Source: an optimization exercise on an open RTL-to-GDS flow (aim: small area and a short achievable clock period). Production flows keep margins and buffers that such runs may drop. In this exercise RTL edits were held to simulation tests only and were not proved equivalent to the original.

## flow/design.v (module list and top-level ports; edited modules follow where they fit)
// module test_dsp: 1234 lines
module test_dsp #(parameter width_in1=26, parameter width_in2=14, parameter width_out=40) (
    input clk_i,
    input signed [width_in1:0] a_i,
    input signed [width_in2:0] b_i,
    input signed [width_out:0] pd_pattern1,
    output signed [width_out:0] c_o,
    output reg ones_o
);
  // ...
==> flow/flow/run.sh <==
#!/bin/bash
# Standard ORFS layout, with one extra step between synthesis and floorplan:
# flow/polarity.py removes the polarity inverters that Yosys's full-adder
# extraction leaves between adder cells (full adders are self-dual), and
# swaps gates for their complement cells where that saves an inverter.
# Registers and ports are untouched.
set -euo pipefail
cd "$(dirname "$0")/.."
W=$(pwd)
R=$W/orfs/results/${FLOW_PLATFORM}/test_dsp/base
LIB=${FLOW_HOME}/platforms/${FLOW_PLATFORM}/lib/sky130_fd_sc_hd__tt_025C_1v80.lib
# port buffers: a real buffer cell (buffer_ports otherwise picks a delay cell)
export BUFFER_PORTS_ARGS="-buffer_cell sky130_fd_sc_hd__buf_2"
bash standard.sh synth > "$W/run_synth.log" 2>&1
cp "$R/1_2_yosys.v" "$W/1_2_yosys.standard.v"
python3 flow/polarity.py "$LIB" "$W/1_2_yosys.standard.v" "$R/1_2_yosys.v" > "$W/run_polarity.log" 2>&1
rm -f "$R/1_synth.odb" "$R/1_synth.sdc"
bash standard.sh finish > "$W/run_layout.log" 2>&1
==> flow/flow/polarity.py <==
#!/usr/bin/env python3
"""Remove polarity inverters from a Yosys gate netlist (sky130hd).

Yosys's extract_fa leaves many inverters between full-adder cells.  A full
adder is self-dual, FA(~a, ~b, ~c) = (~sum, ~carry), so each fa cell may
work on inverted signals; a gate with a complement cell (and2/nand2,
a21o/a21oi, ...) may produce its output inverted.  This pass chooses those
polarities to minimise cell area (the inverters still needed plus the
complement swaps), then rewires the netlist with one shared inverter per
signal whose other polarity is still needed.  Registers, ports and every
other cell keep their function; only combinational cells change.

usage: polarity.py LIB in.v out.v
"""
import random
import re
import sys

lib, fin, fout = sys.argv[1:4]
src = open(fin).read()
libt = open(lib).read()

# --- library: area and pins per cell --------------------------------------
AREA = {}
PINS = {}
for m in re.finditer(r'cell \("sky130_fd_sc_hd__(\w+)"\)\s*\{', libt):
    name = m.group(1)
    nxt = libt.find('cell ("sky130_fd_sc_hd__', m.end())
    body = libt[m.end():nxt if nxt > 0 else len(libt)]
    a = re.search(r'\barea\s*:\s*([\d.]+)', body)
    AREA[name] = float(a.group(1)) if a else 0.0
    ins, outs = set(), set()
    for pm in re.finditer(r'pin \("(\w+)"\)\s*\{(.{0,400})', body, re.S):
        d = re.search(r'direction\s*:\s*"?(\w+)', pm.group(2))
        if d:
            (ins if d.group(1) == 'input' else outs).add(pm.group(1))
    PINS[name] = (ins, outs)

PAIRS = [('and2', 'nand2'), ('and3', 'nand3'), ('and4', 'nand4'), ('or2', 'nor2'),
         ('or3', 'nor3'), ('or4', 'nor4'), ('xor2', 'xnor2'), ('xor3', 'xnor3'),
         ('a21o', 'a21oi'), ('a22o', 'a22oi'), ('a211o', 'a211oi'), ('a31o', 'a31oi'),
         ('a32o', 'a32oi'), ('a221o', 'a221oi'), ('a2111o', 'a2111oi'), ('a311o', 'a311oi'),
         ('a41o', 'a41oi'), ('o21a', 'o21ai'), ('o22a', 'o22ai'), ('o211a', 'o211ai'),
         ('o31a', 'o31ai'), ('o32a', 'o32ai'), ('o221a', 'o221ai'), ('o311a', 'o311ai'),
         ('o2111a', 'o2111ai'), ('o41a', 'o41ai'), ('a21bo', 'a21boi'), ('o21ba', 'o21bai'),
         ('and2b', 'nand2b'), ('or2b', 'nor2b'), ('and3b', 'nand3b'), ('or3b', 'nor3b'),
         ('and4b', 'nand4b'), ('or4b', 'nor4b'), ('and4bb', 'nand4bb'), ('or4bb', 'nor4bb'),
         ('mux2', 'mux2i')]
COMP = {}
for a, b in PAIRS:
    COMP[a] = b
    COMP[b] = a


def complement(short):
    m = re.fullmatch(r'(\w+?)_(\d+)', short)
    if not m or m.group(1) not in COMP:
        return None
    base, drive = COMP[m.group(1)], int(m.group(2))
    drives = sorted(int(re.fullmatch(r'.*_(\d+)', n).group(1)) for n in AREA
                    if re.fullmatch(re.escape(base) + r'_\d+', n))
    cand = [d for d in drives if d >= drive] or drives
    if not cand:
        return None
    c = f'{base}_{cand[0]}'
    if c not in PINS or short not in PINS:
        return None
    if PINS[c][0] != PINS[short][0] or len(PINS[c][1]) != 1 or len(PINS[short][1]) != 1:
        return None
    return c


INV_AREA = AREA['inv_1']

# --- netlist ---------------------------------------------------------------
cell_re = re.compile(r'^  (sky130_fd_sc_hd__(\w+)) (\S+)\s+\((.*?)\n  \);\n', re.S | re.M)
pin_re = re.compile(r'\.(\w+)\(([^()]*)\)')

cells = []
for m in cell_re.finditer(src):
    short = m.group(2)
    pins = pin_re.findall(m.group(4))
    cells.append({'short': short, 'name': m.group(3), 'pins': pins, 'span': m.span()})

# a half adder may be split into xor2/xnor2 + and2/nand2 so that each output
# can take either polarity; both halves are modelled as complement cells
newcells = []
for c in cells:
    if re.fullmatch(r'ha_\d+', c['short']):
        d = dict(c['pins'])
        pid = len(newcells)
        newcells.append({'short': 'xor2_1', 'name': c['name'], 'pins': [('A', d['A']), ('B', d['B']), ('X', d['SUM'])],
                         'span': c['span'], 'ha': (pid, 0, c)})
        newcells.append({'short': 'and2_1', 'name': c['name'], 'pins': [('A', d['A']), ('B', d['B']), ('X', d['COUT'])],
                         'span': None, 'ha': (pid, 1, c)})
    else:
        newcells.append(c)
cells = newcells

hdr = re.search(r'module\s+\w+\s*\((.*?)\);', src, re.S)
ports = set(x.strip() for x in hdr.group(1).split(','))
if re.search(r'^\s*assign\s', src, re.M):
    open(fout, 'w').write(src)
    print('assign statements present; netlist left unchanged')
    sys.exit(0)


def key(n):
    return n.strip()


def is_port_net(k):
    return k.lstrip('\\').split('[')[0].strip() in ports


def outpins(c):
    return PINS.get(c['short'], (set(), {'X', 'Y', 'Q', 'SUM', 'COUT', 'HI', 'LO'}))[1]


driver = {}
for i, c in enumerate(cells):
    for p, n in c['pins']:
        if p in outpins(c):
            driver[key(n)] = i

removable = []
for c in cells:
    ok = False
    if re.fullmatch(r'inv_\d+', c['short']):
        ok = not is_port_net(key(dict(c['pins'])['Y']))
    removable.append(ok)


def root(k):
    par = 0
    while k in driver and removable[driver[k]]:
        k = key(dict(cells[driver[k]]['pins'])['A'])
        par ^= 1
    return k, par


kind = []
comp = []
for i, c in enumerate(cells):
    if removable[i]:
        kind.append(None)
        comp.append(None)
    elif re.fullmatch(r'fa_\d+', c['short']):
        kind.append('fa')
        comp.append(None)
    else:
        cc = complement(c['short'])
        kind.append('comp' if cc else None)
        comp.append(cc)

cons = []
for i, c in enumerate(cells):
    if removable[i]:
        continue
    for j, (p, n) in enumerate(c['pins']):
        if p in outpins(c):
            continue
        r, q = root(key(n))
        cons.append((i, j, r, q))
by_root = {}
for ci, (i, j, r, q) in enumerate(cons):
    by_root.setdefault(r, []).append(ci)
port_roots = {k for k in driver if is_port_net(k)}

flip = [0] * len(cells)


def drv_pol(r):
    d = driver.get(r)
    if d is None or kind[d] is None:
        return 0
    return flip[d]


def need(ci):
    i, j, r, q = cons[ci]
    return q ^ (flip[i] if kind[i] == 'fa' else 0)


def cost_root(r):
    d = drv_pol(r)
    if r in port_roots and d:
        return 1e6
    for ci in by_root.get(r, []):
        if need(ci) != d:
            return INV_AREA
    return 0.0


def cell_cost(i):
    c = cells[i]
    if 'ha' in c:
        pid, half, orig = c['ha']
        if half == 1:
            return 0.0
        fs, fc = flip[pid], flip[pid + 1]
        if not fs and not fc:
            return 0.0
        a = AREA['xnor2_1' if fs else 'xor2_1'] + AREA['nand2_1' if fc else 'and2_1']
        return a - AREA[orig['short']]
    if kind[i] == 'comp' and flip[i]:
        return AREA[comp[i]] - AREA[cells[i]['short']]
    return 0.0


touch = {}
for i, c in enumerate(cells):
    if kind[i] is None:
        continue
    rs = set()
    for p, n in c['pins']:
        k = key(n)
        if p in outpins(c):
            rs.add(k)
        elif kind[i] == 'fa':
            rs.add(root(k)[0])
    touch[i] = rs


def total():
    return sum(cost_root(r) for r in set(by_root) | port_roots) + sum(cell_cost(i) for i in touch)


def owner(i):
    c = cells[i]
    return c['ha'][0] if 'ha' in c else i


def delta(i):
    rs = touch[i]
    o = owner(i)
    c0 = sum(cost_root(r) for r in rs) + cell_cost(o)
    flip[i] ^= 1
    c1 = sum(cost_root(r) for r in rs) + cell_cost(o)
    flip[i] ^= 1
    return c1 - c0


before = total()
rng = random.Random(1)
ids = list(touch)
best_flip = list(flip)
cur = best = before
steps = 60 * len(ids) + 1
for step in range(steps):
    T = max(0.05, 4.0 * (1 - step / steps))
    i = ids[rng.randrange(len(ids))]
    d = delta(i)
    if d <= 0 or rng.random() < pow(2.718281828, -d / T):
        flip[i] ^= 1
        cur += d
        if cur < best - 1e-9:
            best = cur
            best_flip = list(flip)
flip[:] = best_flip
changed = True
while changed:
    changed = False
    for i in ids:
        if delta(i) < -1e-9:
            flip[i] ^= 1
            changed = True
after = total()

# --- rewrite ---------------------------------------------------------------
orig_text = {}
for c in cells:
    for p, n in c['pins']:
        orig_text.setdefault(key(n), n)
newinv = {}
extra_wires, extra_cells = [], []


def net_for(r, want):
    if want == drv_pol(r):
        return orig_text.get(r, r)
    if r not in newinv:
        k = len(newinv)
        nn = f'polinv_{k}'
        newinv[r] = nn
        extra_wires.append(f'  wire {nn};\n')
        extra_cells.append(f'  sky130_fd_sc_hd__inv_1 polinv_cell_{k} (\n'
                           f'    .A({orig_text.get(r, r)}),\n    .Y({nn})\n  );\n')
    return newinv[r]


newpins = {}
for ci, (i, j, r, q) in enumerate(cons):
    newpins[(i, j)] = net_for(r, need(ci))

# size each new inverter by its fanout
fan = {}
for nn in newpins.values():
    fan[nn] = fan.get(nn, 0) + 1
for k, r in enumerate(list(newinv)):
    nn = newinv[r]
    f = fan.get(nn, 0)
    size = 1 if f <= 3 else 2 if f <= 6 else 4 if f <= 12 else 8
    extra_cells[k] = extra_cells[k].replace('sky130_fd_sc_hd__inv_1 ', f'sky130_fd_sc_hd__inv_{size} ', 1)

out = []
pos = 0
nswap = 0
def hname(name, suf):
    if name.startswith('\\'):
        return name.rstrip() + suf + ' '
    return name + suf


for i, c in enumerate(cells):
    if c['span'] is not None:
        s, e = c['span']
        out.append(src[pos:s])
        pos = e
    if removable[i]:
        continue
    if 'ha' in c:
        pid, half, orig = c['ha']
        if half == 1:
            continue
        fs, fc = flip[pid], flip[pid + 1]
        ins = [newpins.get((pid, 0), cells[pid]['pins'][0][1]), newpins.get((pid, 1), cells[pid]['pins'][1][1])]
        ins2 = [newpins.get((pid + 1, 0), cells[pid + 1]['pins'][0][1]), newpins.get((pid + 1, 1), cells[pid + 1]['pins'][1][1])]
        assert ins == ins2
        so, co = cells[pid]['pins'][2][1], cells[pid + 1]['pins'][2][1]
        if not fs and not fc:
            out.append(f'  sky130_fd_sc_hd__{orig["short"]} {c["name"]} (\n    .A({ins[0]}),\n    .B({ins[1]}),\n'
                       f'    .COUT({co}),\n    .SUM({so})\n  );\n')
        else:
            nswap += 1
            st, sp = ('xnor2_1', 'Y') if fs else ('xor2_1', 'X')
            ct, cp = ('nand2_1', 'Y') if fc else ('and2_1', 'X')
            out.append(f'  sky130_fd_sc_hd__{st} {hname(c["name"], "_s")} (\n    .A({ins[0]}),\n    .B({ins[1]}),\n    .{sp}({so})\n  );\n')
            out.append(f'  sky130_fd_sc_hd__{ct} {hname(c["name"], "_c")} (\n    .A({ins[0]}),\n    .B({ins[1]}),\n    .{cp}({co})\n  );\n')
        continue
    short = c['short']
    pins = c['pins']
    if kind[i] == 'comp' and flip[i]:
        nswap += 1
        newshort = comp[i]
        op_old = next(iter(PINS[short][1]))
        op_new = next(iter(PINS[newshort][1]))
        pins = [(op_new if p == op_old else p, n) for p, n in pins]
        short = newshort
    pl = [f'    .{p}({newpins.get((i, j), n)})' for j, (p, n) in enumerate(pins)]
    out.append(f'  sky130_fd_sc_hd__{short} {c["name"]} (\n' + ',\n'.join(pl) + '\n  );\n')
tail = src[pos:]
idx = tail.rfind('endmodule')
out.append(tail[:idx])
out.extend(extra_cells)
out.append(tail[idx:])
text = ''.join(out)
m = re.search(r'\n  wire ', text)
text = text[:m.start() + 1] + ''.join(extra_wires) + text[m.start() + 1:]
open(fout, 'w').write(text)
print(f'inverters removed {sum(removable)}, added {len(newinv)}; complement swaps {nswap}; '
      f'fa flipped {sum(flip[i] for i in ids if kind[i] == "fa")}; '
      f'area cost {before:.1f} -> {after:.1f} (relative)')
==> flow/standard.sh <==
#!/bin/bash
# synth_recipe.tcl (not shown) runs the flow's synth.tcl, then flattens the netlist and writes it again
# the make line also repeats each setting of config.mk as NAME=value (left out here)
make -C /OpenROAD-flow-scripts/flow DESIGN_CONFIG=/design/flow/config.mk WORK_HOME=/design/flow/orfs CLKGATE_MAP_FILE= SYNTH_SCRIPT=/design/flow/synth_recipe.tcl "${@:-finish}"
==> flow/config.mk <==
export PLATFORM = sky130hd
export DESIGN_NAME = test_dsp
export DESIGN_NICKNAME = test_dsp
export VERILOG_FILES = /design/flow/design.v
export SDC_FILE = /design/flow/constraint.sdc
export NUM_CORES = 4
export LEC_CHECK = 0
export ABC_AREA = 1
export CAP_MARGIN = 20
export CORE_MARGIN = 2
export CORE_UTILIZATION = 50
export CTS_BUF_LIST = sky130_fd_sc_hd__clkbuf_8
export CTS_CLUSTER_DIAMETER = 71
export CTS_CLUSTER_SIZE = 12
export SETUP_SLACK_MARGIN = 3.3
export SLEW_MARGIN = 20
==> flow/constraint.sdc <==
create_clock -name core_clock -period 6.5 [get_ports {clk_i}]
set_input_delay 1.3000 -clock core_clock [delete_from_list [all_inputs] [get_ports {clk_i}]]
set_output_delay 1.3000 -clock core_clock [all_outputs]
set_load 0.01 [all_outputs]
==> impl_results.rst, run 1 <==
.. list-table::
   :header-rows: 1

   * - Metric
     - Value
   * - RSZ-0062 raised after global routing
     - false
   * - Per-cell routed wire length
     - roughly 20 µm
   * - Cell area after placement
     - between 0.015 and 0.02 mm²
   * - Most frequent cells in the layout
     - sky130_fd_sc_hd__xor2_1 (228), sky130_fd_sc_hd__dfxtp_1 (219), sky130_fd_sc_hd__fa_1 (182), sky130_fd_sc_hd__o22ai_1 (155), sky130_fd_sc_hd__inv_1 (149)
   * - Worst reg2reg setup slack
     - between 3000 and 4000 ps
   * - Post-detailed-routing wire length
     - 39,900 µm
   * - Largest net degree at the start of global routing
     - 31
   * - Largest registers ranked by flip-flop count
     - pat_r: 41 flops, prod_r: 41 flops, eqp_r: 6 flops
   * - Number of CTS-inserted buffers
     - 23
   * - Count of max-cap constraint violations
     - 0
   * - Deepest level of the CTS H-tree
     - 1
   * - Minimum setup slack after placement
     - between 1500 and 2000 ps
   * - Layout filler cell count
     - 2,717
   * - Critical path, cell by cell
     - buf_6 > nor2_4 > or2_2 > o22ai_2 > xor2_1 > fa_1 > inv_1 > fa_1
   * - Logic depth of the worst path, buffers included
     - 8
   * - Wire length of the first global-routing pass
     - 62,400 µm
   * - Result of the run
     - no timing/DRC/antenna violations
   * - Number of placed instances with taps included
     - 1,975
   * - Met1 WL
     - 17,600 µm
   * - Multi-input gate share of the layout cell area
     - 0.597
   * - Worst Path Class, Setup
     - in -> reg
   * - # hold bufs at CTS
     - 0
   * - Setup clock skew after layout
     - between 20 and 25 ps
   * - Category of cells accounting for the largest share of critical-path delay
     - adder cells
   * - Invs w/o clock
     - 192
   * - Storage cell area
     - ~0.0044 mm²
   * - Cell with the largest stage delay on the worst path
     - sky130_fd_sc_hd__or2_2
   * - Reg2Reg Launch Point
     - r1_c13_2$_DFF_P_
   * - # clk buffers
     - 26
   * - Synth Warn #
     - 1
   * - Crit. End Element
     - flip-flop
   * - Number of antenna violations at the first check in global routing
     - 0
   * - Tap cells
     - 396
   * - Post-detailed-route DRC marker count
     - 0
   * - Count of flip-flops and latches
     - ~220
==> run 2, diff against run 1 <==
--- a/flow/config.mk
+++ b/flow/config.mk
@@ -12,5 +12,5 @@
 export CTS_BUF_LIST = sky130_fd_sc_hd__clkbuf_8
 export CTS_CLUSTER_DIAMETER = 71
 export CTS_CLUSTER_SIZE = 12
-export SETUP_SLACK_MARGIN = 3.3
+export SETUP_SLACK_MARGIN = 3.4
 export SLEW_MARGIN = 20
==> impl_results.rst, run 2 <==
.. list-table::
   :header-rows: 1

   * - Metric
     - Value
   * - Placeable core area
     - 0.0306 mm² (unchanged)
   * - Max-slew violation count
     - 0 (unchanged)
   * - Deepest level of the CTS H-tree
     - 1 (unchanged)
   * - Hold/Removal Path Class
     - reg -> reg (unchanged)
   * - Vias per std cell
     - 5.46 (was 5.48)
   * - Share of the cycle needed by the critical path after routing
     - 0.477 (was 0.487)
   * - Crit. End Element
     - flip-flop (unchanged)
   * - Starting density of the core
     - 0.507 (unchanged)
   * - Layout net count
     - 1,979 (was 1,974)
   * - Maximum fanout count along the critical path
     - 4 (was 18)
   * - Share of post-route cells with drive strength above 1
     - 0.261 (was 0.230)
   * - Avg Cell Area, Syn
     - 10.1 µm² (unchanged)
   * - Total I/O pin count
     - 126 (unchanged)
   * - Summed instance area of the synthesized netlist
     - 0.0155 mm² (unchanged)
   * - Number of rows created at floorplan
     - 64 (unchanged)
   * - TritonCTS Sinks
     - 219 (unchanged)
   * - Via count of the first global-routing pass
     - 11,600 (was 11,400)
   * - Wire length of the first global-routing pass
     - 63,800 µm (was 62,400 µm)
   * - Reg2reg end
     - prod_r[32]$_DFF_P_ (unchanged)
   * - Count of input and output buffers
     - 125 (unchanged)
   * - Result of the run
     - no timing/DRC/antenna violations (unchanged)
   * - Die Ht
     - 180 µm (unchanged)
   * - Cell with the largest stage delay on the worst path
     - sky130_fd_sc_hd__fa_1 (was sky130_fd_sc_hd__or2_2)
   * - Required @ worst endpoint
     - 6930 ps (was 6910 ps)
   * - Post-detailed-routing wire length
     - 40,100 µm (was 39,900 µm)
   * - CP most frequent cell
     - sky130_fd_sc_hd__nand2_4 (was sky130_fd_sc_hd__fa_1)
   * - Buffers & Inverters on Critical Path
     - 1 (was 2)
   * - Root buffer cell
     - sky130_fd_sc_hd__clkbuf_8 (unchanged)
   * - DRC marker count from the first detailed-route iteration
     - 893 (was 788)
   * - Antenna Cells
     - 0 (unchanged)
   * - GRT Total Usage
     - 0.247 (was 0.242)
   * - Post-route cell area
     - 0.0179 mm² (was 0.0176 mm²)
   * - Antenna-violating nets left
     - 0 (unchanged)
   * - RSZ-0062 raised after global routing
     - true (was false)
   * - Synth Warn #
     - 1 (unchanged)
   * - Layout filler cell count
     - 2,703 (was 2,717)
   * - Cell area after placement
     - 0.0166 mm² (was 0.0165 mm²)
   * - Die width
     - 180 µm (unchanged)
   * - Achievable frequency
     - 0.322 GHz (was 0.316 GHz)
   * - Category of cells accounting for the largest share of critical-path delay
     - adder cells (unchanged)
   * - Layout Area Growth over Synthesis
     - 15.2% (was 13.4%)
   * - Worst Setup Start Kind
     - flip-flop (was primary input)
   * - Synthesized netlist cell count
     - 1,533 (unchanged)
   * - Reg2Reg Launch Point
     - r1_c15_2$_DFF_P_ (was r1_c13_2$_DFF_P_)
   * - Worst-Margin Slew
     - 1050 ps (was 555 ps)
   * - CTS tree
     - done (unchanged)
   * - Number of CTS-inserted buffers
     - 23 (unchanged)
   * - Post-detailed-route DRC marker count
     - 0 (unchanged)
   * - Most frequent cells in the layout
     - sky130_fd_sc_hd__xor2_1 (227), sky130_fd_sc_hd__dfxtp_1 (217), sky130_fd_sc_hd__fa_1 (163), sky130_fd_sc_hd__o22ai_1 (151), sky130_fd_sc_hd__inv_1 (142) (was sky130_fd_sc_hd__xor2_1 (228), sky130_fd_sc_hd__dfxtp_1 (219), sky130_fd_sc_hd__fa_1 (182), sky130_fd_sc_hd__o22ai_1 (155), sky130_fd_sc_hd__inv_1 (149))
   * - Detailed-router iteration count before antenna repair
     - 5 (unchanged)
   * - Arrival @ worst endpoint
     - 3530 ps (was 3580 ps)
   * - Total via count in the routed design
     - 11,200 (about the same)
   * - Largest registers ranked by flip-flop count
     - pat_r: 41 flops, prod_r: 41 flops, eqp_r: 6 flops (unchanged)
   * - Hold path cells
     - 2 (unchanged)
   * - Final-layout setup total negative slack
     - 0 ps (unchanged)
   * - Relative slew slack
     - 0.300 (was 0.629)
   * - Die Footprint
     - 0.0325 mm² (unchanged)
   * - Setup-violating endpoint count in the final report
     - 0 (unchanged)
   * - Logic depth of the worst register-to-register path
     - 11 (unchanged)
   * - Launch instance of the worst min-delay path
     - eqp_r[1]$_DFF_P_ (unchanged)
   * - Worst reg2reg setup slack
     - 3400 ps (was 3390 ps)
   * - Logic depth of the worst path, buffers included
     - 11 (was 8)
   * - Largest net degree at the start of global routing
     - 33 (was 31)
   * - Placer congestion estimate
     - 0.861 (was 0.824)
   * - Clock latency (worst-skew pair)
     - 570 ps (was 550 ps)
   * - Placed wire-length estimate after detailed placement
     - 26,900 µm (was 27,000 µm)
   * - Worst Path Class, Setup
     - reg -> reg (was in -> reg)
   * - Syn_nets
     - 1,864 (unchanged)
   * - Leading cell type in the layout, fill and taps excluded
     - sky130_fd_sc_hd__xor2_1 (unchanged)
   * - Bufs on Longest Clock Path
     - 3 (unchanged)
   * - Time the final worst path needs with I/O delays and setup
     - 3100 ps (was 3170 ps)
   * - Overflow after GRT
     - 0 (unchanged)
   * - Setup clock skew after layout
     - 31.1 ps (was 23.2 ps)
   * - Slack of the critical path
     - 3400 ps (was 3330 ps)
   * - Number of antenna violations at the first check in global routing
     - 0 (unchanged)
   * - Min Hold Slack
     - 431 ps (was 422 ps)
   * - Endpoint of the worst hold-timing path
     - ones_o$_DFF_P_ (unchanged)
   * - Minimum setup slack after placement
     - 1860 ps (was 1960 ps)
   * - Per-cell routed wire length
     - 19.6 µm (was 19.5 µm)
   * - Critical path, cell by cell
     - fa_1 > fa_2 > ha_4 > nand2_4 > or3_4 > inv_2 > nand2_2 > nand2_4 > nand2_4 > nand2_4 > fa_2 (was buf_6 > nor2_4 > or2_2 > o22ai_2 > xor2_1 > fa_1 > inv_1 > fa_1)
   * - CTS clock-pin slew for the worst setup and hold paths
     - 80 ps (about the same)
   * - Worst stage delay on the critical path
     - 580 ps (was 490 ps)
   * - # hold bufs at CTS
     - 0 (unchanged)
   * - Hold Fails Final Rpt
     - 0 (unchanged)
   * - Count of max-cap constraint violations
     - 0 (unchanged)
==> run 2: area by class of cell <==
cell class / count / area, µm² / share of cell area
Clock buffer: 25 / 344 / 0.0193
Clock inverter: 4 / 48.8 / 0.00273
Inverter: 191 / 811 / 0.0454
Timing Repair inverter: 1 / 7.51 / 0.000420
Sequential cell: 219 / 4390 / 0.245
Multi-Input combinational cell: 1050 / 10700 / 0.598
Tap cell: 396 / 495 / 0.0277
Timing Repair Buffer: 162 / 1100 / 0.0615
==> run 2: metrics by stage <==
| stage | util | instances |
|---|---|---|
| floorplan | - | 1533 |
| global placement | 0.542 | 1973 |
| detailed placement | 0.542 | 1973 |
| CTS | 0.576 | 2042 |
| global route | 0.584 | 2048 |
| finish | 0.584 | 2048 |
==> run 2: worst min-delay path, stage by stage, from the launching register on <==
cell and delay [ps]:
sky130_fd_sc_hd__dfxtp_1 300, sky130_fd_sc_hd__nand2_1 40, sky130_fd_sc_hd__nor2_1 40
==> run 2: how the worst max path moves through the flow <==
stage	start	end
after floorplan	b_i[7]	r1_c12_2$_DFF_P_
after global placement	b_i[9]	r1_c22_3$_DFF_P_
after detailed placement	b_i[9]	r1_c22_3$_DFF_P_
after CTS	b_i[7]	r1_c19_3$_DFF_P_
after global routing	r1_c18_0$_DFF_P_	prod_r[33]$_DFF_P_
final	r1_c15_2$_DFF_P_	prod_r[32]$_DFF_P_
==> run 2: metal layers <==
metal  vias to the layer above  global-route usage  share of wire
met1                      5480               0.347           0.44
met2                       429               0.390           0.46
li1                       5203                   -              -
met5                         -                   0              0
met3                        71              0.0509          0.080
met4                         0              0.0658          0.022
==> run 2: timing repair <==
action                     4_1_cts  5_1_grt
gates resized for setup         48       52
setup endpoints to repair      146       56
gates cloned                    10        0
pin swaps                       24       24
setup buffers                   30        6
==> run 3, diff against run 2 <==
--- a/flow/flow/run.sh
+++ b/flow/flow/run.sh
@@ -10,7 +10,7 @@
 R=$W/orfs/results/${FLOW_PLATFORM}/test_dsp/base
 LIB=${FLOW_HOME}/platforms/${FLOW_PLATFORM}/lib/sky130_fd_sc_hd__tt_025C_1v80.lib
 # port buffers: a real buffer cell (buffer_ports otherwise picks a delay cell)
-export BUFFER_PORTS_ARGS="-buffer_cell sky130_fd_sc_hd__buf_2"
+export BUFFER_PORTS_ARGS="-buffer_cell sky130_fd_sc_hd__buf_1"
 bash standard.sh synth > "$W/run_synth.log" 2>&1
 cp "$R/1_2_yosys.v" "$W/1_2_yosys.standard.v"
 python3 flow/polarity.py "$LIB" "$W/1_2_yosys.standard.v" "$R/1_2_yosys.v" > "$W/run_polarity.log" 2>&1
==> impl_results.rst, run 3 <==
.. list-table::
   :header-rows: 1

   * - Metric
     - Value
   * - Worst-Margin Slew
     - 619 ps (was 1050 ps)
   * - Total I/O pin count
     - 126 (unchanged)
   * - Die width
     - 180 µm (unchanged)
   * - Reg2Reg Launch Point
     - r1_c15_2$_DFF_P_ (unchanged)
   * - Post-detailed-route DRC marker count
     - 0 (unchanged)
   * - Vias per std cell
     - 5.52 (was 5.46)
   * - Cell with the largest stage delay on the worst path
     - sky130_fd_sc_hd__fa_2 (was sky130_fd_sc_hd__fa_1)
   * - Area of combinational cells with multiple inputs
     - 0.0107 mm² (about the same)
   * - Leading cell type in the layout, fill and taps excluded
     - sky130_fd_sc_hd__xor2_1 (unchanged)
   * - Number of CTS-inserted buffers
     - 25 (was 23)
   * - Placeable core area
     - 0.0306 mm² (unchanged)
   * - Crit. End Element
     - flip-flop (unchanged)
   * - Total via count in the routed design
     - 11,400 (was 11,200)
   * - Summed instance area of the synthesized netlist
     - 0.0155 mm² (unchanged)
   * - Logic depth of the worst register-to-register path
     - 11 (unchanged)
   * - Arrival @ worst endpoint
     - 3600 ps (was 3530 ps)
   * - First element of the critical path
     - b_i[11] (was r1_c15_2$_DFF_P_)
   * - GRT Total Usage
     - 0.252 (was 0.247)
   * - Via count of the first global-routing pass
     - 11,600 (about the same)
   * - Overflow after GRT
     - 0 (unchanged)
   * - Detailed-router iteration count before antenna repair
     - 6 (was 5)
   * - Setup-violating endpoint count in the final report
     - 0 (unchanged)
   * - Count of max-cap constraint violations
     - 0 (unchanged)
   * - Storage cell area
     - 0.00439 mm² (about the same)
   * - Most frequent cells in the layout
     - sky130_fd_sc_hd__xor2_1 (228), sky130_fd_sc_hd__dfxtp_1 (216), sky130_fd_sc_hd__fa_1 (160), sky130_fd_sc_hd__o22ai_1 (151), sky130_fd_sc_hd__inv_1 (144) (was sky130_fd_sc_hd__xor2_1 (227), sky130_fd_sc_hd__dfxtp_1 (217), sky130_fd_sc_hd__fa_1 (163), sky130_fd_sc_hd__o22ai_1 (151), sky130_fd_sc_hd__inv_1 (142))
   * - Final-layout setup total negative slack
     - 0 ps (unchanged)
   * - Layout Area Growth over Synthesis
     - 15.9% (was 15.2%)
   * - Time the final worst path needs with I/O delays and setup
     - 3070 ps (was 3100 ps)
   * - Result of the run
     - no timing/DRC/antenna violations (unchanged)
   * - TritonCTS Sinks
     - 219 (unchanged)
   * - Antenna-violating nets left
     - 0 (unchanged)
   * - Hold Fails Final Rpt
     - 0 (unchanged)
   * - Achievable frequency
     - 0.326 GHz (was 0.322 GHz)
   * - Number of antenna violations at the first check in global routing
     - 0 (unchanged)
   * - Endpoint of the worst hold-timing path
     - ones_o$_DFF_P_ (unchanged)
   * - Peak-usage layer in the global routing report
     - met2 (unchanged)
   * - Synthesized netlist cell count
     - 1,533 (unchanged)
   * - RSZ-0062 raised after global routing
     - true (unchanged)
   * - Utilization of the core after routing
     - 0.588 (was 0.584)
   * - GR Util met3
     - 0.0358 (was 0.0509)
   * - Antenna Cells
     - 0 (unchanged)
   * - Deepest level of the CTS H-tree
     - 1 (unchanged)
   * - Hold/Removal Path Class
     - reg -> reg (unchanged)
   * - Layout net count
     - 2,001 (was 1,979)
   * - Worst Path Class, Setup
     - in -> reg (was reg -> reg)
   * - Max-slew violation count
     - 0 (unchanged)
   * - Largest net degree at the start of global routing
     - 31 (was 33)
   * - Share of the cycle needed by the critical path after routing
     - 0.472 (was 0.477)
   * - Critical path, cell by cell
     - clkbuf_2 > buf_12 > nor2_4 > nor2_2 > bufinv_8 > o22ai_1 > xor2_1 > fa_1 > inv_1 > fa_2 (was fa_1 > fa_2 > ha_4 > nand2_4 > or3_4 > inv_2 > nand2_2 > nand2_4 > nand2_4 > nand2_4 > fa_2)
   * - Wire length of the first global-routing pass
     - 64,700 µm (was 63,800 µm)
   * - Die Ht
     - 180 µm (unchanged)
   * - CTS clock-pin slew for the worst setup and hold paths
     - 80 ps (about the same)
   * - Worst reg2reg setup slack
     - 3440 ps (was 3400 ps)
   * - Number of rows created at floorplan
     - 64 (unchanged)
   * - CTS tree
     - done (unchanged)
   * - Placed wire-length estimate after detailed placement
     - 27,200 µm (was 26,900 µm)
   * - Root buffer cell
     - sky130_fd_sc_hd__clkbuf_8 (unchanged)
   * - Worst Setup Start Kind
     - primary input (was flip-flop)
   * - Worst stage delay on the critical path
     - 510 ps (was 580 ps)
   * - Count of input and output buffers
     - 125 (unchanged)
   * - Die Footprint
     - 0.0325 mm² (unchanged)
   * - Placer congestion estimate
     - 0.849 (was 0.861)
   * - Layout filler cell count
     - 2,724 (was 2,703)
   * - Largest registers ranked by flip-flop count
     - pat_r: 41 flops, prod_r: 41 flops, eqp_r: 6 flops (unchanged)
   * - Relative slew slack
     - 0.587 (was 0.300)
   * - Required @ worst endpoint
     - 7030 ps (was 6930 ps)
   * - DRC marker count from the first detailed-route iteration
     - 943 (was 893)
   * - Per-cell routed wire length
     - 20.0 µm (was 19.6 µm)
   * - GR met1 Demand/Resource
     - 0.364 (was 0.347)
   * - Maximum fanout count along the critical path
     - 26 (was 4)
   * - Clock latency (worst-skew pair)
     - 600 ps (was 570 ps)
   * - GR met2 Demand/Resource
     - 0.400 (was 0.390)
   * - Syn_nets
     - 1,864 (unchanged)
   * - Starting density of the core
     - 0.507 (unchanged)
   * - Setup clock skew after layout
     - 44.6 ps (was 31.1 ps)
   * - Launch instance of the worst min-delay path
     - eqp_r[1]$_DFF_P_ (unchanged)
   * - Synth Warn #
     - 1 (unchanged)
   * - Hold path cells
     - 2 (unchanged)
   * - Bufs on Longest Clock Path
     - 3 (unchanged)
   * - Reg2reg end
     - prod_r[32]$_DFF_P_ (unchanged)
   * - Post-detailed-routing wire length
     - 41,500 µm (was 40,100 µm)
   * - Share of post-route cells with drive strength above 1
     - 0.201 (was 0.261)
   * - Avg Cell Area, Syn
     - 10.1 µm² (unchanged)
## run 3: cell types whose count changed in the layout (fill, tap and decap cells not counted), moves of 3 or more
cell / previous run / this run
sky130_fd_sc_hd__buf_2: 119 / 0
sky130_fd_sc_hd__buf_1: 0 / 118
sky130_fd_sc_hd__buf_4: 26 / 43
sky130_fd_sc_hd__ha_1: 42 / 37
sky130_fd_sc_hd__buf_12: 12 / 8
sky130_fd_sc_hd__clkinvlp_4: 2 / 6
sky130_fd_sc_hd__a21oi_2: 4 / 1
sky130_fd_sc_hd__clkbuf_2: 0 / 3
sky130_fd_sc_hd__fa_1: 163 / 160
sky130_fd_sc_hd__fa_2: 33 / 36
sky130_fd_sc_hd__ha_4: 9 / 12
sky130_fd_sc_hd__nand2_1: 127 / 130
sky130_fd_sc_hd__nor2_1: 31 / 34
sky130_fd_sc_hd__nor2_2: 9 / 6
## run 3: area by class of cell
class	count	area share
Clock buffer	27	0.0207
Inverter	191	0.0474
Clock inverter	7	0.00438
Multi-Input combinational cell	1050	0.595
Sequential cell	219	0.244
Timing Repair inverter	1	0.000417
Timing Repair Buffer	182	0.0608
Tap cell	396	0.0275
## run 3: worst max path at each step
stage	slack, ps	cells after the start	endpoint
after floorplan	3190	10	r1_c12_2$_DFF_P_
after detailed placement	2070	7	r1_c20_3$_DFF_P_
after CTS	3380	8	r1_c12_2$_DFF_P_
after global placement	2110	7	r1_c25_3$_DFF_P_
final	3430	10	r1_c36_1$_DFF_P_
after global routing	3340	11	prod_r[32]$_DFF_P_
## run 3: critical path: cells and delay by family
family                   cells  cell delay (ps)
XOR/XNOR                     1              160
AND/OR/NAND/NOR              2              290
adder cells (fa/ha/maj)      2              990
AO/OA/AOI/OAI                1              130
buffers and inverters        4              720
## run 3: layer usage
layer / share of wire / routed length [µm]
met4: 0.031 / 1280
met1: 0.44 / 18100
met3: 0.083 / 3420
met5: 0 / 0
met2: 0.45 / 18700
## run 3: per-stage QoR
step / std cells / setup WS, ps / cell area, µm² / hold WS (ps)
2_1_floorplan: 1533 / 3190 / 16000 / 400
5_1_grt: 2073 / 3340 / 18000 / 450
3_5_place_dp: 1981 / 2070 / 16500 / 419
6_report: 2073 / 3430 / 18000 / 427
4_1_cts: 2054 / 3380 / 17500 / 432
3_3_place_gp: 1980 / 2110 / 16500 / 417
## run 3: what timing repair did
item / CTS / global route
buffers inserted: 31 / 15
gates cloned: 8 / 4
resized for setup: 45 / 60
pin swaps: 25 / 28
hold buffers: 0 / 0
endpoints found under the setup margin: 141 / 75
==> run 4, diff against run 3 <==
==> flow/flow/run.sh (replaced) <==
#!/bin/bash
# Standard ORFS layout, with one extra step between synthesis and floorplan:
# flow/polarity.py removes the polarity inverters that Yosys's full-adder
# extraction leaves between adder cells (full adders are self-dual), and
# swaps gates for their complement cells where that saves an inverter.
# Before that, flow/cpafix.py splits the full adders Yosys made of the final
# adder's last step (sum and carry of s_i, c_i and the prefix carry) into
# xor2 + a21o, so the late prefix carry passes one gate.
# Registers and ports are untouched.
set -euo pipefail
cd "$(dirname "$0")/.."
W=$(pwd)
R=$W/orfs/results/${FLOW_PLATFORM}/test_dsp/base
LIB=${FLOW_HOME}/platforms/${FLOW_PLATFORM}/lib/sky130_fd_sc_hd__tt_025C_1v80.lib
# port buffers: a real buffer cell (buffer_ports otherwise picks a delay cell)
export BUFFER_PORTS_ARGS="-buffer_cell sky130_fd_sc_hd__buf_2"
bash standard.sh synth > "$W/run_synth.log" 2>&1
cp "$R/1_2_yosys.v" "$W/1_2_yosys.standard.v"
python3 flow/cpafix.py "$W/1_2_yosys.standard.v" "$W/1_2_yosys.cpafix.v" > "$W/run_cpafix.log" 2>&1
python3 flow/polarity.py "$LIB" "$W/1_2_yosys.cpafix.v" "$R/1_2_yosys.v" > "$W/run_polarity.log" 2>&1
rm -f "$R/1_synth.odb" "$R/1_synth.sdc"
bash standard.sh finish > "$W/run_layout.log" 2>&1
==> flow/flow/cpafix.py (new file) <==
#!/usr/bin/env python3
"""Split full adders that share two inputs with a half adder.

Yosys's full-adder extraction turns the last step of the final adder,
sum_i = (s_i ^ c_i) ^ G and carry = s_i & c_i | (s_i ^ c_i) & G, into a
full-adder cell on (s_i, c_i, G), although s_i ^ c_i and s_i & c_i already
exist as a half adder and G, the prefix carry, arrives last.  Such a full
adder is replaced by xor2(HA.SUM, G) and a21o(HA.SUM, G, HA.COUT): the same
function, less area, and G passes one gate instead of a full adder.

usage: cpafix.py in.v out.v
"""
import re
import sys

src = open(sys.argv[1]).read()
cell_re = re.compile(r'^  sky130_fd_sc_hd__(\w+) (\S+)\s+\((.*?)\n  \);\n', re.S | re.M)
pin_re = re.compile(r'\.(\w+)\(([^()]*)\)')

cells = []
for m in cell_re.finditer(src):
    pins = dict((p, n) for p, n in pin_re.findall(m.group(3)))
    cells.append((m.group(1), m.group(2), pins, m.span()))
has = {}
for short, name, pins, span in cells:
    if re.fullmatch(r'ha_\d+', short):
        has[frozenset((pins['A'].strip(), pins['B'].strip()))] = pins


def sub(name, suf):
    return name.rstrip() + suf + ' ' if name.startswith('\\') else name + suf


out = []
pos = 0
n = 0
for short, name, pins, span in cells:
    s, e = span
    out.append(src[pos:s])
    pos = e
    text = src[s:e]
    if re.fullmatch(r'fa_\d+', short) and 'SUM' in pins and 'COUT' in pins:
        ins = [pins['A'], pins['B'], pins['CIN']]
        for a, b, z in ((0, 1, 2), (0, 2, 1), (1, 2, 0)):
            h = has.get(frozenset((ins[a].strip(), ins[b].strip())))
            if h is not None and ins[a].strip() != ins[b].strip():
                g = ins[z]
                text = (f'  sky130_fd_sc_hd__xor2_1 {sub(name, "_s")} (\n    .A({h["SUM"]}),\n    .B({g}),\n'
                        f'    .X({pins["SUM"]})\n  );\n'
                        f'  sky130_fd_sc_hd__a21o_1 {sub(name, "_c")} (\n    .A1({h["SUM"]}),\n    .A2({g}),\n'
                        f'    .B1({h["COUT"]}),\n    .X({pins["COUT"]})\n  );\n')
                n += 1
                break
    out.append(text)
out.append(src[pos:])
open(sys.argv[2], 'w').write(''.join(out))
print(f'{n} full adders split into xor2 + a21o')
==> impl_results.rst, run 4 <==
.. list-table::
   :header-rows: 1

   * - Metric
     - Value
   * - Required @ worst endpoint
     - 7020 ps (was 7030 ps)
   * - Total I/O pin count
     - 126 (unchanged)
   * - Worst stage delay on the critical path
     - 520 ps (was 510 ps)
   * - Utilization of the core after routing
     - 0.577 (was 0.588)
   * - Total via count in the routed design
     - 11,300 (was 11,400)
   * - Post-route cell area
     - 0.0176 mm² (was 0.0180 mm²)
   * - Number of rows created at floorplan
     - 64 (unchanged)
   * - Placed wire-length estimate after detailed placement
     - 26,900 µm (was 27,200 µm)
   * - Most frequent cells in the layout
     - sky130_fd_sc_hd__xor2_1 (257), sky130_fd_sc_hd__dfxtp_1 (218), sky130_fd_sc_hd__inv_1 (156), sky130_fd_sc_hd__o22ai_1 (155), sky130_fd_sc_hd__fa_1 (146) (was sky130_fd_sc_hd__xor2_1 (228), sky130_fd_sc_hd__dfxtp_1 (216), sky130_fd_sc_hd__fa_1 (160), sky130_fd_sc_hd__o22ai_1 (151), sky130_fd_sc_hd__inv_1 (144))
   * - # hold bufs at CTS
     - 0 (unchanged)
   * - Placer congestion estimate
     - 0.813 (was 0.849)
   * - CTS clock-pin slew for the worst setup and hold paths
     - 80 ps (about the same)
   * - Cell area after placement
     - 0.0164 mm² (was 0.0165 mm²)
   * - Vias per std cell
     - 5.45 (was 5.52)
   * - RSZ-0062 raised after global routing
     - true (unchanged)
   * - Worst-Margin Slew
     - 558 ps (was 619 ps)
   * - Leading cell type in the layout, fill and taps excluded
     - sky130_fd_sc_hd__xor2_1 (unchanged)
   * - Synth Warn #
     - 1 (unchanged)
   * - Worst reg2reg setup slack
     - 3480 ps (was 3440 ps)
   * - Category of cells accounting for the largest share of critical-path delay
     - adder cells (unchanged)
   * - Synthesized netlist cell count
     - 1,567 (was 1,533)
   * - Summed instance area of the synthesized netlist
     - 0.0154 mm² (was 0.0155 mm²)
   * - Reg2Reg Launch Point
     - r1_c13_4$_DFF_P_ (was r1_c15_2$_DFF_P_)
   * - Logic depth of the worst register-to-register path
     - 9 (was 11)
   * - Count of input and output buffers
     - 125 (unchanged)
   * - Via count of the first global-routing pass
     - 11,800 (was 11,600)
   * - Crit. End Element
     - flip-flop (unchanged)
   * - Achievable frequency
     - 0.329 GHz (was 0.326 GHz)
   * - Buffers & Inverters on Critical Path
     - 3 (was 4)
   * - Layout net count
     - 1,975 (was 2,001)
   * - Post-detailed-routing wire length
     - 39,900 µm (was 41,500 µm)
   * - CP most frequent cell
     - sky130_fd_sc_hd__buf_4
   * - Relative slew slack
     - 0.627 (was 0.587)
   * - Reg2reg end
     - prod_r[16]$_DFF_P_ (was prod_r[32]$_DFF_P_)
   * - Setup clock skew after layout
     - 33.8 ps (was 44.6 ps)
   * - Die width
     - 180 µm (about the same)
   * - Post-detailed-route DRC marker count
     - 0 (unchanged)
   * - Max-slew violation count
     - 0 (unchanged)
   * - Die Ht
     - 180 µm (about the same)
   * - Die Footprint
     - 0.0323 mm² (was 0.0325 mm²)
   * - Hold/Removal Path Class
     - reg -> reg (unchanged)
   * - Share of post-route cells with drive strength above 1
     - 0.233 (was 0.201)
   * - Starting density of the core
     - 0.506 (was 0.507)
   * - CTS tree
     - done (unchanged)
   * - Avg Cell Area, Syn
     - 9.85 µm² (was 10.1 µm²)
   * - Launch instance of the worst min-delay path
     - r1_c0_0$_DFF_P_ (was eqp_r[1]$_DFF_P_)
   * - Share of the cycle needed by the critical path after routing
     - 0.468 (was 0.472)
   * - Per-cell routed wire length
     - 19.2 µm (was 20.0 µm)
   * - Arrival @ worst endpoint
     - 3560 ps (was 3600 ps)
   * - DRC marker count from the first detailed-route iteration
     - 885 (was 943)
   * - Hold Fails Final Rpt
     - 0 (unchanged)
   * - Root buffer cell
     - sky130_fd_sc_hd__clkbuf_8 (unchanged)
   * - Hold path cells
     - 2 (unchanged)
   * - Critical path, cell by cell
     - buf_4 > nor2_1 > a21oi_2 > buf_4 > o22ai_1 > xor2_1 > fa_1 > inv_1 > fa_2 (was clkbuf_2 > buf_12 > nor2_4 > nor2_2 > bufinv_8 > o22ai_1 > xor2_1 > fa_1 > inv_1 > fa_2)
   * - Count of max-cap constraint violations
     - 0 (unchanged)
   * - Largest registers ranked by flip-flop count
     - pat_r: 41 flops, prod_r: 41 flops, eqp_r: 6 flops (unchanged)
   * - Wire length of the first global-routing pass
     - 64,600 µm (was 64,700 µm)
   * - Clock latency (worst-skew pair)
     - 580 ps (was 600 ps)
   * - Worst Path Class, Setup
     - in -> reg (unchanged)
   * - Detailed-router iteration count before antenna repair
     - 5 (was 6)
   * - GRT Total Usage
     - 0.250 (was 0.252)
   * - Number of CTS-inserted buffers
     - 24 (was 25)
   * - Overflow after GRT
     - 0 (unchanged)
   * - Deepest level of the CTS H-tree
     - 1 (unchanged)
   * - Cell with the largest stage delay on the worst path
     - sky130_fd_sc_hd__fa_2 (unchanged)
   * - Maximum fanout count along the critical path
     - 26 (unchanged)
   * - Post-route insts no fill
     - 2,076 (was 2,073)
   * - Largest net degree at the start of global routing
     - 33 (was 31)
   * - Endpoint of the worst hold-timing path
     - prod_r[0]$_DFF_P_ (was ones_o$_DFF_P_)
   * - Worst Setup Start Kind
     - primary input (unchanged)
   * - Syn_nets
     - 1,871 (was 1,864)
   * - Number of antenna violations at the first check in global routing
     - 2 (was 0)
   * - Number of placed instances with taps included
     - 2,008 (was 1,981)
   * - Antenna-violating nets left
     - 0 (unchanged)
   * - Final-layout setup total negative slack
     - 0 ps (unchanged)
   * - Placeable core area
     - 0.0305 mm² (was 0.0306 mm²)
   * - Setup-violating endpoint count in the final report
     - 0 (unchanged)
   * - Time the final worst path needs with I/O delays and setup
     - 3040 ps (was 3070 ps)
   * - Layout Area Growth over Synthesis
     - 14.1% (was 15.9%)
   * - TritonCTS Sinks
     - 219 (unchanged)
   * - Result of the run
     - no timing/DRC/antenna violations (unchanged)
   * - Bufs on Longest Clock Path
     - 3 (unchanged)
run 4: worst max-delay path by stage:
stage	start	endpoint	slack, ps	cells past startpoint
floorplan	b_i[3]	r1_c11_2$_DFF_P_	3170	10
global placement	b_i[9]	r1_c18_3$_DFF_P_	1910	7
detailed placement	b_i[9]	r1_c18_3$_DFF_P_	1840	7
CTS	b_i[9]	r1_c18_3$_DFF_P_	3400	7
global route	r1_c29_0$_DFF_P_	prod_r[33]$_DFF_P_	3350	12
finish	b_i[13]	r1_c36_1$_DFF_P_	3460	9
run 4: layer usage:
layer  track usage  vias to the layer above  wire length, µm  share of wire
met5       0.00148                        -                0              0
met4        0.0741                        0             1250          0.031
met3        0.0421                       87             2740          0.069
met2         0.399                      440            18000           0.45
met1         0.349                     5484            17900           0.45
li1              -                     5313                -              -
run 4: repair_timing:
item / in CTS / in global routing
pin swaps: 11 / 10
endpoints found under the hold margin: 0 / 0
setup endpoints to repair: 143 / 52
gates resized for setup: 40 / 45
setup buffers: 21 / 2
gates cloned: 10 / 0
run 4: cell type report:
class | count | area [µm²]
inverter | 198 | 840
timing repair buffer | 150 | 998
timing repair inverter | 1 | 7.51
multi-input combinational | 1077 | 10400
fill | 2711 | 12900
tap | 396 | 495
antenna | 1 | 2.50
clock buffer | 27 | 372
sequential | 219 | 4390
clock inverter | 7 | 68.8
run 4: stage by stage:
step           hold slack [ps]  setup slack (ps)
5_1_grt                    509              3350
3_5_place_dp               465              1840
6_report                   488              3460
3_3_place_gp               472              1910
2_1_floorplan              400              3170
4_1_cts                    489              3400
run 4: tightest hold or removal path, stage by stage (launching register included):
cell	delay (ps)
sky130_fd_sc_hd__dfxtp_1	310
sky130_fd_sc_hd__inv_1	60
sky130_fd_sc_hd__xor2_1	60
==> run 5, diff against run 4 <==
--- a/flow/flow/run.sh
+++ b/flow/flow/run.sh
@@ -6,6 +6,8 @@
 # Before that, flow/cpafix.py splits the full adders Yosys made of the final
 # adder's last step (sum and carry of s_i, c_i and the prefix carry) into
 # xor2 + a21o, so the late prefix carry passes one gate.
+# After it, flow/fanout.py gives the high-fanout Booth digit signals an
+# inverter-pair driver.
 # Registers and ports are untouched.
 set -euo pipefail
 cd "$(dirname "$0")/.."
@@ -17,6 +19,7 @@
 bash standard.sh synth > "$W/run_synth.log" 2>&1
 cp "$R/1_2_yosys.v" "$W/1_2_yosys.standard.v"
 python3 flow/cpafix.py "$W/1_2_yosys.standard.v" "$W/1_2_yosys.cpafix.v" > "$W/run_cpafix.log" 2>&1
-python3 flow/polarity.py "$LIB" "$W/1_2_yosys.cpafix.v" "$R/1_2_yosys.v" > "$W/run_polarity.log" 2>&1
+python3 flow/polarity.py "$LIB" "$W/1_2_yosys.cpafix.v" "$W/1_2_yosys.polarity.v" > "$W/run_polarity.log" 2>&1
+python3 flow/fanout.py 10 "$W/1_2_yosys.polarity.v" "$R/1_2_yosys.v" > "$W/run_fanout.log" 2>&1
 rm -f "$R/1_synth.odb" "$R/1_synth.sdc"
 bash standard.sh finish > "$W/run_layout.log" 2>&1
==> flow/flow/fanout.py (new file) <==
#!/usr/bin/env python3
"""Give high-fanout nets driven by small logic gates a strong driver.

In the Booth partial-product selection each encoded digit signal drives a
whole row of selectors; synthesis leaves it on a weak gate.  For every such
net this pass lets the gate drive a small inverter, which drives a large
inverter that drives the original net (an inverter pair: the function is
unchanged; placement's remove_buffers keeps inverters).

usage: fanout.py MIN_FANOUT in.v out.v
"""
import re
import sys

minfo = int(sys.argv[1])
src = open(sys.argv[2]).read()
cell_re = re.compile(r'^  (sky130_fd_sc_hd__(\w+)) (\S+)\s+\((.*?)\n  \);\n', re.S | re.M)
pin_re = re.compile(r'\.(\w+)\(([^()]*)\)')
OUT = {'X', 'Y', 'Q', 'Q_N', 'SUM', 'COUT', 'HI', 'LO'}
SKIP = re.compile(r'(buf|inv|clkbuf|clkinv|bufinv|dlygate|clkdlybuf|dfxtp|fa|ha|conb)')

cells = []
for m in cell_re.finditer(src):
    cells.append((m.group(2), m.group(3), pin_re.findall(m.group(4)), m.span()))
fan = {}
for short, name, pins, span in cells:
    for p, n in pins:
        if p not in OUT:
            fan[n.strip()] = fan.get(n.strip(), 0) + 1

# logical fanout: count sinks through buffer cells
drv = {}
for short, name, pins, span in cells:
    for p, n in pins:
        if p in OUT:
            drv[n.strip()] = short
loads = {}
for short, name, pins, span in cells:
    for p, n in pins:
        if p not in OUT:
            loads.setdefault(n.strip(), []).append((short, pins))
BUF = re.compile(r'(buf|clkbuf)_\d+$')


def logical_fanout(net, depth=0):
    tot = 0
    for short, pins in loads.get(net, []):
        if BUF.match(short) and depth < 20:
            o = [n for p, n in pins if p in OUT][0].strip()
            tot += logical_fanout(o, depth + 1)
        else:
            tot += 1
    return tot


fan = {n: logical_fanout(n) for n in loads}

hdr = re.search(r'module\s+\w+\s*\((.*?)\);', src, re.S)
ports = set(x.strip() for x in hdr.group(1).split(','))

out = []
pos = 0
wires = []
k = 0
for short, name, pins, span in cells:
    s, e = span
    out.append(src[pos:s])
    pos = e
    text = src[s:e]
    if not SKIP.match(short):
        for p, n in pins:
            key = n.strip()
            if p in OUT and fan.get(key, 0) >= minfo and key.lstrip('\\').split('[')[0].strip() not in ports:
                f = fan[key]
                size = 4 if f <= 16 else 6 if f <= 24 else 8
                a, b = f'fo_{k}_a', f'fo_{k}_b'
                wires += [a, b]
                text = text.replace(f'.{p}({n})', f'.{p}({a})')
                text += (f'  sky130_fd_sc_hd__inv_2 fo_cell_{k}a (\n    .A({a}),\n    .Y({b})\n  );\n'
                         f'  sky130_fd_sc_hd__inv_{size} fo_cell_{k}b (\n    .A({b}),\n    .Y({n})\n  );\n')
                k += 1
    out.append(text)
out.append(src[pos:])
text = ''.join(out)
m = re.search(r'\n  wire ', text)
text = text[:m.start() + 1] + ''.join(f'  wire {w};\n' for w in wires) + text[m.start() + 1:]
open(sys.argv[3], 'w').write(text)
print(f'{k} high-fanout nets given an inverter-pair driver (fanout >= {minfo})')
==> impl_results.rst, run 5 <==
.. list-table::
   :header-rows: 1

   * - Metric
     - Value
   * - Most frequent cells in the layout
     - sky130_fd_sc_hd__xor2_1 (256), sky130_fd_sc_hd__dfxtp_1 (219), sky130_fd_sc_hd__inv_1 (149), sky130_fd_sc_hd__o22ai_1 (142), sky130_fd_sc_hd__fa_1 (132) (was sky130_fd_sc_hd__xor2_1 (257), sky130_fd_sc_hd__dfxtp_1 (218), sky130_fd_sc_hd__inv_1 (156), sky130_fd_sc_hd__o22ai_1 (155), sky130_fd_sc_hd__fa_1 (146))
   * - Hold/Removal Path Class
     - reg -> reg (unchanged)
   * - Number of rows created at floorplan
     - 64 (unchanged)
   * - Share of the cycle needed by the critical path after routing
     - 0.468 (about the same)
   * - Post-detailed-route DRC marker count
     - 0 (unchanged)
   * - Logic depth of the worst register-to-register path
     - 18 (was 9)
   * - Antenna-violating nets left
     - 0 (unchanged)
   * - Per-cell routed wire length
     - 18.3 µm (was 19.2 µm)
   * - Total I/O pin count
     - 126 (unchanged)
   * - Count of input and output buffers
     - 125 (unchanged)
   * - Worst-Margin Slew
     - 540 ps (was 558 ps)
   * - Endpoint of the worst hold-timing path
     - ones_o$_DFF_P_ (was prod_r[0]$_DFF_P_)
   * - Antenna Cells
     - 0 (was 1)
   * - Largest registers ranked by flip-flop count
     - pat_r: 41 flops, prod_r: 41 flops, eqp_r: 6 flops (unchanged)
   * - Via count of the first global-routing pass
     - 11,300 (was 11,800)
   * - Total via count in the routed design
     - 11,100 (was 11,300)
   * - Root buffer cell
     - sky130_fd_sc_hd__clkbuf_8 (unchanged)
   * - Largest net degree at the start of global routing
     - 32 (was 33)
   * - Crit. End Element
     - flip-flop (unchanged)
   * - DRC marker count from the first detailed-route iteration
     - 788 (was 885)
   * - RSZ-0062 raised after global routing
     - true (unchanged)
   * - Achievable frequency
     - 0.329 GHz (about the same)
   * - GRT Total Usage
     - 0.234 (was 0.250)
   * - Worst Path Class, Setup
     - in -> reg (unchanged)
   * - Post-detailed-routing wire length
     - 38,000 µm (was 39,900 µm)
   * - Number of CTS-inserted buffers
     - 23 (was 24)
   * - Detailed-router iteration count before antenna repair
     - 5 (unchanged)
   * - Bufs on Longest Clock Path
     - 3 (unchanged)
   * - Maximum fanout count along the critical path
     - 27 (was 26)
   * - Syn_nets
     - 1,895 (was 1,871)
   * - Hold Fails Final Rpt
     - 0 (unchanged)
   * - Avg Cell Area, Syn
     - 9.81 µm² (was 9.85 µm²)
   * - Count of max-cap constraint violations
     - 0 (unchanged)
   * - Time the final worst path needs with I/O delays and setup
     - 3040 ps (about the same)
   * - Layout net count
     - 1,974 (was 1,975)
   * - Setup-violating endpoint count in the final report
     - 0 (unchanged)
   * - Share of post-route cells with drive strength above 1
     - 0.248 (was 0.233)
   * - Clock latency (worst-skew pair)
     - 560 ps (was 580 ps)
   * - Setup clock skew after layout
     - 19.2 ps (was 33.8 ps)
   * - Die Ht
     - 181 µm (was 180 µm)
   * - Utilization of the core after routing
     - 0.569 (was 0.577)
   * - Die width
     - 181 µm (was 180 µm)
   * - Worst Setup Start Kind
     - primary input (unchanged)
   * - Placed wire-length estimate after detailed placement
     - 27,000 µm (was 26,900 µm)
   * - Arrival @ worst endpoint
     - 3550 ps (was 3560 ps)
   * - TritonCTS Sinks
     - 219 (unchanged)
   * - Launch instance of the worst min-delay path
     - eqp_r[1]$_DFF_P_ (was r1_c0_0$_DFF_P_)
   * - CTS clock-pin slew for the worst setup and hold paths
     - 80 ps (about the same)
   * - Placeable core area
     - 0.0307 mm² (was 0.0305 mm²)
   * - Result of the run
     - no timing/DRC/antenna violations (unchanged)
   * - Layout Area Growth over Synthesis
     - 11.8% (was 14.1%)
   * - Synthesized netlist cell count
     - 1,591 (was 1,567)
   * - Required @ worst endpoint
     - 7010 ps (was 7020 ps)
   * - CTS tree
     - done (unchanged)
   * - Worst reg2reg setup slack
     - 3470 ps (was 3480 ps)
   * - Overflow after GRT
     - 0 (unchanged)
   * - Relative slew slack
     - 0.639 (was 0.627)
   * - Starting density of the core
     - 0.509 (was 0.506)
   * - Placer congestion estimate
     - 0.858 (was 0.813)
   * - Vias per std cell
     - 5.34 (was 5.45)
   * - Leading cell type in the layout, fill and taps excluded
     - sky130_fd_sc_hd__xor2_1 (unchanged)
   * - Hold path cells
     - 2 (unchanged)
   * - Final-layout setup total negative slack
     - 0 ps (unchanged)
   * - Wire length of the first global-routing pass
     - 61,300 µm (was 64,600 µm)
   * - Summed instance area of the synthesized netlist
     - 0.0156 mm² (was 0.0154 mm²)
   * - Number of antenna violations at the first check in global routing
     - 0 (was 2)
   * - Deepest level of the CTS H-tree
     - 1 (unchanged)
   * - Die Footprint
     - 0.0326 mm² (was 0.0323 mm²)
   * - Synth Warn #
     - 1 (unchanged)
   * - Layout filler cell count
     - 2,763 (was 2,711)
   * - Max-slew violation count
     - 0 (unchanged)
   * - Reg2Reg Launch Point
     - r1_c13_3$_DFF_P_ (was r1_c13_4$_DFF_P_)
   * - Reg2reg end
     - prod_r[33]$_DFF_P_ (was prod_r[16]$_DFF_P_)
## run 5: how the worst max path moves through the flow
| stage | from | end | slack, ps | cells after the start |
|---|---|---|---|---|
| detailed placement | b_i[9] | r1_c18_3$_DFF_P_ | 2200 | 9 |
| floorplan | b_i[9] | r1_c21_3$_DFF_P_ | 3150 | 11 |
| finish | b_i[3] | r1_c27_3$_DFF_P_ | 3460 | 9 |
| global route | r1_c31_1$_DFF_P_ | prod_r[33]$_DFF_P_ | 3340 | 14 |
| global placement | b_i[9] | r1_c18_3$_DFF_P_ | 2300 | 9 |
| CTS | b_i[9] | r1_c18_3$_DFF_P_ | 3370 | 9 |
## run 5: layer usage
layer  vias up  share of wire  track usage
met5         -              0            0
met4         0          0.021       0.0461
met3        55          0.054       0.0307
met2       333           0.46        0.377
met1      5377           0.46        0.338
li1       5293              -            -
## run 5: worst max-delay path, stage by stage
cell	delay, ps
sky130_fd_sc_hd__buf_6	220
sky130_fd_sc_hd__nor2_4	80
sky130_fd_sc_hd__or2_4	260
sky130_fd_sc_hd__inv_4	70
sky130_fd_sc_hd__inv_8	80
sky130_fd_sc_hd__o22ai_1	200
sky130_fd_sc_hd__xor2_1	230
sky130_fd_sc_hd__fa_2	510
sky130_fd_sc_hd__fa_2	550
## run 5: per-stage QoR
| stage | setup WS (ps) | hold WS (ps) | area, µm² | std cells |
|---|---|---|---|---|
| final | 3460 | 426 | 17400 | 2071 |
| after detailed placement | 2200 | 412 | 16700 | 2032 |
| after floorplan | 3150 | 400 | 16200 | 1591 |
| after global placement | 2300 | 422 | 16700 | 2032 |
| after CTS | 3370 | 425 | 17200 | 2067 |
| after global routing | 3340 | 435 | 17400 | 2071 |
## run 5: timing repair
item	4_1_cts	5_1_grt
endpoints found under the hold margin	0	0
gates cloned	1	1
setup endpoints to repair	97	44
hold buffers	0	0
gates resized for setup	24	44
pin swaps	5	12
buffers inserted	4	3
## run 5: final cells by class
type / instances / area (µm²) / area share
Sequential cell: 219 / 4380 / 0.251
Tap cell: 396 / 495 / 0.0284
Clock buffer: 24 / 330 / 0.0189
Timing Repair inverter: 1 / 7.51 / 0.000430
Multi-Input combinational cell: 1068 / 10400 / 0.594
Clock inverter: 6 / 35.0 / 0.00201
Timing Repair Buffer: 135 / 792 / 0.0454
Inverter: 222 / 1040 / 0.0596

what the ideal ports hide:
Ports are ideal in the flow. The routed layouts listed here were re-timed in OpenROAD. Step 1 assumes that a clkbuf_16 drives the clock port and a buf_2 every other input. Step 2 moves the port delays by t, midway between the first and last clock arrival at a register: inputs arrive t later, outputs are due t later. That takes back most of the time a late clock gives input paths. Three values: ideal, step 1, step 2; two values: the first two.
run	t (ns)	setup slack, ns	hold WS [ns]	clock arrival spread, ns	worst data-port slew with drivers (ns)
run 1	0.583	3.332 / 3.333 / 2.750	0.422 / 0.422 / 0.422	0.025 / 0.025	0.07
run 2	0.599	3.397 / 3.397 / 2.837	0.431 / 0.431 / 0.431	0.032 / 0.031	0.09
run 3	0.621	3.431 / 3.438 / 2.835	0.427 / 0.427 / 0.427	0.045 / 0.045	0.06
run 4	0.607	3.461 / 3.455 / 2.848	0.488 / 0.488 / 0.488	0.040 / 0.040	0.09
run 5	0.599	3.460 / 3.388 / 2.788	0.426 / 0.426 / 0.426	0.019 / 0.019	0.18
After both steps setup and hold are still met in every run listed. For run 5, which loses most, drivers alone change the setup slack by -0.072 ns; drivers and shift together by -0.672 ns.
